Source: an optimization exercise on an open RTL-to-GDS flow (aim: small area, a short achievable clock period and few clock cycles). Production flows keep margins and buffers that such runs may drop. At most, simulation tests tie the RTL to the original design; equivalence was not proved. No driver is modelled on the clock port, so clock power and skew are understated where the tree is cut down; a real chip needs a root buffer or a tree. No activity file was given, so power comes from the tool's default toggle rates.

Setup of the previous run:
==> module linear_layer_with_mem, before the edit <==
module linear_layer_with_mem #(
    parameter DATA_WIDTH    = 8,
    parameter W_WIDTH       = 8,
    parameter ACC_WIDTH     = 32,
    parameter ADDR_WIDTH    = 8,
    parameter DATABUS_WIDTH = 32,
    parameter N = 8,
    parameter M = 8
)(
    input  wire clk,
    input  wire rst,
    input  wire start,
    input  wire [ADDR_WIDTH-1:0] activ_base,
    input  wire [ADDR_WIDTH-1:0] weight_base,
    input  wire [ADDR_WIDTH-1:0] bias_base,
    input  wire [ADDR_WIDTH-1:0] output_base,
    output reg mem_w,
    output reg mem_sel,
    output reg done,
    output reg out_valid,
    output wire [ADDR_WIDTH-1:0]    address_bus,
    input  wire [DATABUS_WIDTH-1:0] data_bus_in,
    output wire [DATABUS_WIDTH-1:0] data_bus_out,
    input  wire                     ready
);
    localparam PH_IDLE = 3'b100, PH_ACT = 3'b000, PH_BIAS = 3'b001,
               PH_WGT = 3'b010, PH_OUT = 3'b011, PH_DONE = 3'b111;
    reg [2:0] phase;
    reg [2:0] i, j;        
    reg [1:0] k;           
    reg       busy;        
    reg       rdy_q, rdy_qq, rdy_q3;   
    reg       ov1;
    reg [7:0]  act [0:7];
    reg [6:0]  wq;         
    reg [15:0] bl;         
    reg        pneg;       
    reg        psgn;       
    reg [31:0] r;
    reg [7:0]  address;
    assign address_bus  = address;
    assign data_bus_out = r;
    wire xfer = mem_sel & ready;
    wire [7:0] a = act[0];
    wire [9:0] ax = {{2{a[7]}}, a};
    wire [1:0] w = data_bus_in[1:0];
    reg  [9:0] ppx0;
    always @* begin
        case (w)
            2'd0: ppx0 = 10'd0;
            2'd1: ppx0 = ax;
            2'd2: ppx0 = ~{ax[8:0], 1'b0};
            default: ppx0 = ~ax;
        endcase
    end
    wire [2:0] trip = wq[2:0];
    wire s_neg = trip[2] & ~(trip[1] & trip[0]);
    wire s_one = trip[1] ^ trip[0];
    wire s_two = (trip[2] & ~trip[1] & ~trip[0]) | (~trip[2] & trip[1] & trip[0]);
    wire [9:0] ppx = (({10{s_one}} & ax) | ({10{s_two}} & {ax[8:0], 1'b0})) ^ {10{s_neg}};
    reg  [15:0] bsh;
    always @* begin
        case (k)
            2'd0: bsh = {{4{ppx[9]}}, ppx, {2{s_neg}}};
            2'd1: bsh = {{2{ppx[9]}}, ppx, {4{s_neg}}};
            default: bsh = {ppx, {6{s_neg}}};
        endcase
    end
    wire new_w = xfer & (phase == PH_WGT);
    wire [15:0] bl_n   = new_w ? {{6{ppx0[9]}}, ppx0} : busy ? bsh : 16'd0;
    wire        pneg_n = new_w ? w[1] : busy & s_neg;
    wire        psgn_n = new_w ? ppx0[9] : busy & ppx[9];
    wire [15:0] lsum;
    wire        c16;
    llwm_add16 u_add (.a(r[15:0]), .b(bl), .ci(pneg), .s(lsum), .co(c16));
    wire [15:0] hpm;
    llwm_hi u_hi (.h(r[31:16]), .sgn(psgn), .o(hpm));
    wire [31:0] sum = {r[31:16] ^ (hpm & {16{c16 ^ psgn}}), lsum};
    reg [7:0] nbase;
    always @* begin
        case (phase[1:0])
            2'd0: nbase = activ_base;
            2'd1: nbase = bias_base;
            2'd2: nbase = weight_base;
            default: nbase = output_base;
        endcase
    end
    wire [5:0] off  = {i & {3{phase[1] & ~phase[0]}}, j | (i & {3{phase[0]}})};
    wire [5:0] offg = off & {6{rdy_q3}};
    wire [7:0] addr_n = (phase[2] | rdy_qq) ? nbase : address + {2'd0, offg};
    always @(posedge clk or posedge rst) begin
        if (rst) begin
            phase <= PH_IDLE;
            i <= 0; j <= 0; k <= 0;
            busy <= 0; rdy_q <= 0; rdy_qq <= 0; rdy_q3 <= 0;
            mem_sel <= 0; mem_w <= 0;
            done <= 0; out_valid <= 0; ov1 <= 0;
        end else begin
            rdy_q <= xfer;
            rdy_qq <= rdy_q;
            rdy_q3 <= rdy_qq;
            ov1 <= xfer & mem_w;
            out_valid <= (xfer & mem_w) | ov1;
            mem_w <= (phase == PH_OUT);
            if (busy) begin
                k <= (k == 2'd2) ? 2'd0 : k + 2'd1;
                if (k == 2'd2) busy <= 0;
            end
            if (xfer && phase == PH_WGT) busy <= 1;
            if (xfer && phase == PH_OUT && i == 3'd7) done <= 1;
            if (phase == PH_IDLE)
                mem_sel <= start;
            else if (phase != PH_DONE && !done)
                mem_sel <= ~xfer;
            else
                mem_sel <= 0;
            case (phase)
                PH_IDLE: if (start) phase <= PH_ACT;
                PH_DONE: ;
                default: if (rdy_q) begin
                    case (phase)
                        PH_ACT: begin
                            j <= j + 3'd1;
                            if (j == 3'd7) phase <= PH_BIAS;
                        end
                        PH_BIAS: phase <= PH_WGT;
                        PH_WGT: begin
                            j <= j + 3'd1;
                            if (j == 3'd7) phase <= PH_OUT;
                        end
                        default: begin
                            i <= i + 3'd1;
                            phase <= (i == 3'd7) ? PH_DONE : PH_BIAS;
                        end
                    endcase
                end
            endcase
        end
    end
    wire rot = busy & (k == 2'd2);
    wire act_ph = (phase == PH_ACT);
    wire act_last = rdy_q & (j == 3'd7);
    integer n;
    always @(posedge clk) begin
        address <= addr_n;
        wq <= busy ? {2'b00, wq[6:2]} : data_bus_in[7:1];
        bl <= bl_n;
        pneg <= pneg_n;
        psgn <= psgn_n;
        if (act_ph && !act_last)
            act[7] <= data_bus_in[7:0];
        else if (rot)
            act[7] <= act[0];
        if ((act_ph && rdy_q && !act_last) || rot)
            for (n = 0; n < 7; n = n + 1) act[n] <= act[n+1];
        r <= (phase == PH_BIAS && !rdy_q) ? data_bus_in : sum;
    end
endmodule
export LEC_CHECK = 0
export ABC_AREA = 1
export CAP_MARGIN = 20
export CORE_MARGIN = 2
export CORE_UTILIZATION = 65
export SLEW_MARGIN = 20
create_clock -name core_clock -period 11.0 [get_ports {clk}]
standard.sh (not shown) runs the stock make flow with config.mk's settings and CLKGATE_MAP_FILE= SYNTH_SCRIPT=/design/flow/synth_recipe.tcl, a recipe that flattens the netlist after the stock synthesis.
==> flow/flow/run.sh <==
#!/bin/bash
# Own layout flow: the standard ORFS flow (standard.sh; the synthesis is
# the standard one, run first on its own), with
#  - the make settings listed in flow/knobs.txt (one per line, @WORK@ stands
#    for the work folder): small port buffers and timing repair aimed past the
#    clock period;
#  - the clock tree built by flow/mycts.tcl instead of TritonCTS: the clock
#    port drives a few clkbuf_16 cells, each driving the flip-flops of one
#    region, all with the same number of buffers on the clock path. Only that
#    call in a copy of ORFS's cts.tcl is changed.
# Each tool's full output goes to its ORFS log under orfs/logs/; make's own
# output goes to flow_make_*.log in the work folder.
set -euo pipefail
args=()
while IFS= read -r line; do
  [[ -z "$line" || "$line" == \#* ]] && continue
  args+=("${line//@WORK@/$PWD}")
done < flow/knobs.txt
bash standard.sh "${args[@]}" synth > flow_make_synth.log 2>&1
rm -rf myscripts
cp -r "$FLOW_HOME/scripts" myscripts
python3 - <<'PY'
p = 'myscripts/cts.tcl'
s = open(p).read()
old = 'log_cmd clock_tree_synthesis {*}$cts_args'
assert s.count(old) == 1
s = s.replace(old, 'source $::env(MYCTS_TCL)\nmy_cts_auto')
open(p, 'w').write(s)
PY
bash standard.sh "${args[@]}" "SCRIPTS_DIR=$PWD/myscripts" "MYCTS_TCL=$PWD/flow/mycts.tcl" finish > flow_make_finish.log 2>&1
Other scripts of this flow, unchanged in this note and not shown: flow/flow/knobs.txt, flow/flow/mycts.tcl, flow/flow/pre_gpl.tcl
Both conditions hold for the previous run: the flow ran to the end and the final layout passed the timing, design-rule and antenna checks.
Testbench counts of the previous run, summed over its fixed seeds: cycles 84,288.
Inputs modified between the previous run and the current run:
-- flow/design.v --
<<< the previous run, line 30
    reg [1:0] k;           
    reg       busy;        
    reg       rdy_q, rdy_qq, rdy_q3;   
    reg       ov1;
    reg [7:0]  act [0:7];
    reg [6:0]  wq;         
>>> the current run, line 30
    reg [1:0] k;           
    reg       busy;        
    reg       rdy_q, rdy_qq;    
    reg [7:0]  act [0:7];
    reg [6:0]  wq;         
<<< the previous run, line 87
    end
    wire [5:0] off  = {i & {3{phase[1] & ~phase[0]}}, j | (i & {3{phase[0]}})};
    wire [5:0] offg = off & {6{rdy_q3}};
    wire [7:0] addr_n = (phase[2] | rdy_qq) ? nbase : address + {2'd0, offg};
    always @(posedge clk or posedge rst) begin
        if (rst) begin
            phase <= PH_IDLE;
            i <= 0; j <= 0; k <= 0;
            busy <= 0; rdy_q <= 0; rdy_qq <= 0; rdy_q3 <= 0;
            mem_sel <= 0; mem_w <= 0;
            done <= 0; out_valid <= 0; ov1 <= 0;
        end else begin
            rdy_q <= xfer;
            rdy_qq <= rdy_q;
            rdy_q3 <= rdy_qq;
            ov1 <= xfer & mem_w;
            out_valid <= (xfer & mem_w) | ov1;
            mem_w <= (phase == PH_OUT);
            if (busy) begin
>>> the current run, line 86
    end
    wire [5:0] off  = {i & {3{phase[1] & ~phase[0]}}, j | (i & {3{phase[0]}})};
    wire [5:0] offg = off & {6{rdy_qq}};
    wire [7:0] addr_n = (phase[2] | rdy_q) ? nbase : address + {2'd0, offg};
    always @(posedge clk or posedge rst) begin
        if (rst) begin
            phase <= PH_IDLE;
            i <= 0; j <= 0; k <= 0;
            busy <= 0; rdy_q <= 0; rdy_qq <= 0;
            mem_sel <= 0; mem_w <= 0;
            done <= 0; out_valid <= 0;
        end else begin
            rdy_q <= xfer;
            rdy_qq <= rdy_q;
            out_valid <= mem_w & (xfer | rdy_q);
            mem_w <= (phase == PH_OUT);
            if (busy) begin
<<< the previous run, line 118
                PH_IDLE: if (start) phase <= PH_ACT;
                PH_DONE: ;
                default: if (rdy_q) begin
                    case (phase)
                        PH_ACT: begin
>>> the current run, line 115
                PH_IDLE: if (start) phase <= PH_ACT;
                PH_DONE: ;
                default: if (xfer) begin
                    case (phase)
                        PH_ACT: begin
<<< the previous run, line 140
    wire rot = busy & (k == 2'd2);
    wire act_ph = (phase == PH_ACT);
    wire act_last = rdy_q & (j == 3'd7);
    integer n;
    always @(posedge clk) begin
>>> the current run, line 137
    wire rot = busy & (k == 2'd2);
    wire act_ph = (phase == PH_ACT);
    integer n;
    always @(posedge clk) begin
<<< the previous run, line 148
        pneg <= pneg_n;
        psgn <= psgn_n;
        if (act_ph && !act_last)
            act[7] <= data_bus_in[7:0];
        else if (rot)
            act[7] <= act[0];
        if ((act_ph && rdy_q && !act_last) || rot)
            for (n = 0; n < 7; n = n + 1) act[n] <= act[n+1];
        r <= (phase == PH_BIAS && !rdy_q) ? data_bus_in : sum;
    end
endmodule
>>> the current run, line 144
        pneg <= pneg_n;
        psgn <= psgn_n;
        if (act_ph)
            act[7] <= data_bus_in[7:0];
        else if (rot)
            act[7] <= act[0];
        if ((act_ph && rdy_q) || rot)
            for (n = 0; n < 7; n = n + 1) act[n] <= act[n+1];
        r <= (phase == PH_BIAS) ? data_bus_in : sum;
    end
endmodule
## What came out
- Looking at the reports, the current run completed the entire flow and the layout it produced met the timing, design-rule and antenna checks.
- Sort the previous run and the current run by compound-cell area share of the yosys netlist desc -> top: the previous run
- Reported for the previous run and the current run, hold path depth turned out identical to the last digit.
- Lower internal power consumption among the previous run and the current run: the current run
- The fraction of power consumed by sequential logic of the current run falls short of that of the previous run by 0.4 points.
- Going from the previous run to the current run, the switching power was found to have gone up by 1.8 uW.
- For met3 layer usage reported by global route, the current run and the previous run come out practically identical.
- Final instance area across the previous run and the current run: no real change.
- Routing usage on met2: the current run > the previous run
- Changes observed in the current run relative to the previous run: routed wire length increased by about 8% relative to the old numbers, total power consumption of the routed design has decreased, end-of-flow core utilization grew by 0.18 points.
Function not checked in the current run: the RTL went through the layout flow alone. No run of this note takes its clock network from TritonCTS; it comes from the design's own scripts or RTL.

[re-timing with driven ports]
How much do the figures lean on ideal ports? The routed layouts below were timed once more, with nothing changed but the port constraints. Step 1 (the two cells are an assumption about what drives the block):
set clk [get_ports {clk}]
set_driving_cell -lib_cell sky130_fd_sc_hd__clkbuf_16 $clk
set_driving_cell -lib_cell sky130_fd_sc_hd__buf_2 [delete_from_list [all_inputs] $clk]
Step 2 adds t to the input delays and takes it off the output delays; t is the mean of the earliest and latest rising clock arrival at the registers after step 1. Input paths then give back, and output paths get back, about the clock's delay inside the block. a / b / c = ideal / step 1 / step 2; a / b = the first two.
run	t (ns)	slack for setup (ns)	worst setup path after step 2	clock arrival spread, ns
the previous run	0.342	8.059 / 7.969 / 7.885	input to register	0.013 / 0.013
the current run	0.333	8.039 / 7.954 / 7.796	input to register	0.025 / 0.026
After both steps setup and hold are still met in every run listed. For the current run, which loses most, drivers alone change the setup slack by -0.085 ns; drivers and shift together by -0.243 ns.
